This is an optimization exercise on Yosys and OpenROAD, whose aim is small area and a short achievable clock period, not a production implementation.
In this exercise RTL edits were held to simulation tests only and were not proved equivalent to the original.
Power is estimated from default activity; no workload was simulated.

== before ==
Design Main, start of the top module:
module Main(
    input clk, reset,
    input [2:0] user_y,
    input [2:0] choice_y,
    input [1:0] mode_y,
    input [7:0] touch_y,
    input [1:0] baDu_y,
    output tub_sel1,
    output tub_sel2,
    output tub_sel3,
    output tub_sel4,
    output tub_sel5,
    output tub_sel6,
    output tub_sel7,
    output tub_sel8,
    output [7:0] tub_control1,
    output [7:0] tub_control2,
    output [7:0] led,
    output [3:0] length_led,
    output t,
    output speaker
    );
Size: about 2100 cells after synthesis, roughly 470 flip-flops, about 58 I/O pins, ~20000 sq um of cells after synthesis.
==> flow/config.mk <==
export PLATFORM = sky130hd
export DESIGN_NAME = Main
export DESIGN_NICKNAME = Main
export VERILOG_FILES = /design/flow/design.v
export SDC_FILE = /design/flow/constraint.sdc
export NUM_CORES = 4
export LEC_CHECK = 0
export ABC_AREA = 1
export CAP_MARGIN = 20
export CORE_MARGIN = 2
export CORE_UTILIZATION = 50
export SLEW_MARGIN = 60
export SYNTH_HIERARCHICAL = 1
export SYNTH_MINIMUM_KEEP_SIZE = 0
==> flow/constraint.sdc <==
create_clock -name core_clock -period 45.0 [get_ports {clk}]
set_input_delay 9.0000 -clock core_clock [delete_from_list [all_inputs] [get_ports {clk}]]
set_output_delay 9.0000 -clock core_clock [all_outputs]
set_load 0.01 [all_outputs]
standard.sh (not shown) runs the stock make flow with config.mk's settings and CLKGATE_MAP_FILE= SYNTH_SCRIPT=/design/flow/synth_recipe.tcl, a recipe that flattens the netlist after the stock synthesis.
==> flow/flow/run.sh <==
#!/bin/bash
# The standard layout (standard.sh: the ORFS flow), with these changes to
# how the layout is made:
#  - synthesis is the standard synthesis script with a stronger ABC
#    script for the combinational logic (flow/synth.tcl, flow/abc_deep.script);
#    registers are mapped exactly as in the standard synthesis;
#  - ports are buffered with buf_2 cells instead of the delay cells that
#    buffer_ports picks by default;
#  - clock tree synthesis without dummy loads, with clkbuf_8 leaf buffers
#    over clusters of up to 18 sinks.
# make's output goes to synth.log and standard.log; each ORFS step also logs
# under orfs/logs/.
set -o pipefail
export MY_ABC_SCRIPT=$PWD/flow/abc_deep.script
bash standard.sh SYNTH_SCRIPT=$PWD/flow/synth.tcl synth > synth.log 2>&1 || exit 1
bash standard.sh \
  "BUFFER_PORTS_ARGS=-buffer_cell sky130_fd_sc_hd__buf_2" \
  "CTS_ARGS=-sink_clustering_enable -repair_clock_nets -dont_use_dummy_load -sink_clustering_size 18 -sink_clustering_max_diameter 70 -buf_list sky130_fd_sc_hd__clkbuf_8 -root_buf sky130_fd_sc_hd__clkbuf_16" \
  finish > standard.log 2>&1
==> flow/flow/abc_deep.script <==
strash
&get -n
&deepsyn -T 300
&put
dch -f
amap
topo
==> flow/flow/synth.tcl <==
# synth_recipe.tcl (the standard synthesis), with one change: the abc call
# maps the top module's combinational logic with the ABC script named by
# MY_ABC_SCRIPT; the other modules keep ORFS's script.
proc synth {args} { yosys synth -nofsm -noshare {*}$args }
proc abc {args} {
  set i [lsearch -exact $args -script]
  if {$i >= 0 && [info exists ::env(MY_ABC_SCRIPT)]} {
    set deep $args
    lset deep [expr {$i+1}] $::env(MY_ABC_SCRIPT)
    yosys abc {*}$deep $::env(DESIGN_NAME)
    yosys abc {*}$args LedNext
  } else {
    yosys abc {*}$args
  }
}
source $::env(SCRIPTS_DIR)/synth.tcl
# left out here: clear keep_hierarchy, flatten, clean up, hide names made inside functions, write 1_2_yosys.v
before reached the final stage; the timing, DRC and antenna checks on its layout passed.
[inputs] after vs before
--- a/flow/design.v
+++ b/flow/design.v
@@ -53,42 +53,50 @@
     begin
       case (c)
         3'b001: senc = 2'd1;
         3'b010: senc = 2'd2;
         3'b100: senc = 2'd3;
         default: senc = 2'd0;
       endcase
     end
   endfunction
+  function [7:0] lfsr8(input [7:0] s);
+    begin
+      lfsr8 = {s[6:0], ~(s[7] ^ s[5] ^ s[4] ^ s[3])};
+    end
+  endfunction
   assign t = 1'b0;
-  reg [13:0] div;
+  reg [4:0] div;
+  reg [8:0] dhi;
   reg [4:0] sx;       
-  reg [7:0] ca;       
-  reg [7:0] cl;       
+  reg [7:0] ca;
+  reg [7:0] cl;
   reg init;           
   always @(posedge clk or negedge reset) begin
     if (!reset) begin
-      div <= 14'd0;
+      div <= 5'd0;
+      dhi <= 9'd0;
       sx <= 5'd0;
       ca <= 8'd0;
       cl <= 8'd0;
       init <= 1'b1;
     end else begin
-      div <= div + 14'd1;
+      div <= div + 5'd1;
+      if (div == 5'd31) dhi <= {dhi[7:0], dhi[8] ^ dhi[4] ^ (dhi[7:0] == 8'd0)};
       if (sx == 5'd31) sx <= 5'd0;
       else if (div[4:0] == 5'd31) sx <= sx + 5'd1;
-      ca <= (ca == 8'd194) ? 8'd0 : ca + 8'd1;
-      cl <= (cl == 8'd140) ? 8'd0 : cl + 8'd1;
+      ca <= (ca == 8'd16) ? 8'd0 : lfsr8(ca);
+      cl <= (cl == 8'd134) ? 8'd0 : lfsr8(cl);
       if (div[2:0] == 3'd7) init <= 1'b0;
     end
   end
   wire [2:0] ph = div[2:0];
-  wire rise = (div == 14'd0);
+  wire rise = (div == 5'd0) && (dhi == 9'd0);
   wire bps_x = (sx == 5'd31);
   wire bps_a = (ca == 8'd0) && (div[2:0] == 3'd0);
   wire bps_l = (cl == 8'd0) && (div[3:0] == 4'd0) && !init;
   reg [2:0] user, choice;
   reg [1:0] mode, baDu;
   reg [7:0] touch;
   always @(posedge clk or negedge reset) begin
     if (!reset) begin
       user <= 3'd0; choice <= 3'd0; mode <= 2'd0; baDu <= 2'd0; touch <= 8'd0;
### Flow results
Delta (after minus before): maximum level of the CTS H-tree barely changed, clock share of power dropped 0.2 points, sequential element share of the synthesized area climbed 0.76 points, layout overhead on the synthesized area dropped 0.31 points, met3 wire length dropped about 7%. The run showing the greater clock-buffer cell count is before. before ended up with seg1[2] as its startpoint of the most critical setup path; after ended up with len_r[3].

-- separate check: timing with driven ports --
The flow's constraints put no driver on any port. The routed layouts listed below were extracted and timed again, unchanged, in two steps. Step 1: set_driving_cell puts a clkbuf_16 on clk and a buf_2 on each other input, an assumption about the parent block. Step 2 moves the port delays by t, midway between the first and last clock arrival at a register: inputs arrive t later, outputs are due t later. That takes back most of the time a late clock gives input paths. a / b / c = no drivers / after step 1 / after step 2; a / b = the first two.
| run | t, ns | setup slack, ns | hold slack, ns | worst setup path after step 2 | latest minus earliest clock arrival (ns) |
|---|---|---|---|---|---|
| before | 0.574 | 34.876 / 34.815 / 34.510 | 0.277 / 0.277 / 0.277 | input to register | 0.063 / 0.062 |
| after | 0.570 | 34.862 / 34.805 / 34.606 | 0.289 / 0.289 / 0.289 | input to register | 0.054 / 0.053 |
After both steps setup and hold are still met in every run listed. For before, which loses most, drivers alone change the setup slack by -0.061 ns; drivers and shift together by -0.366 ns.
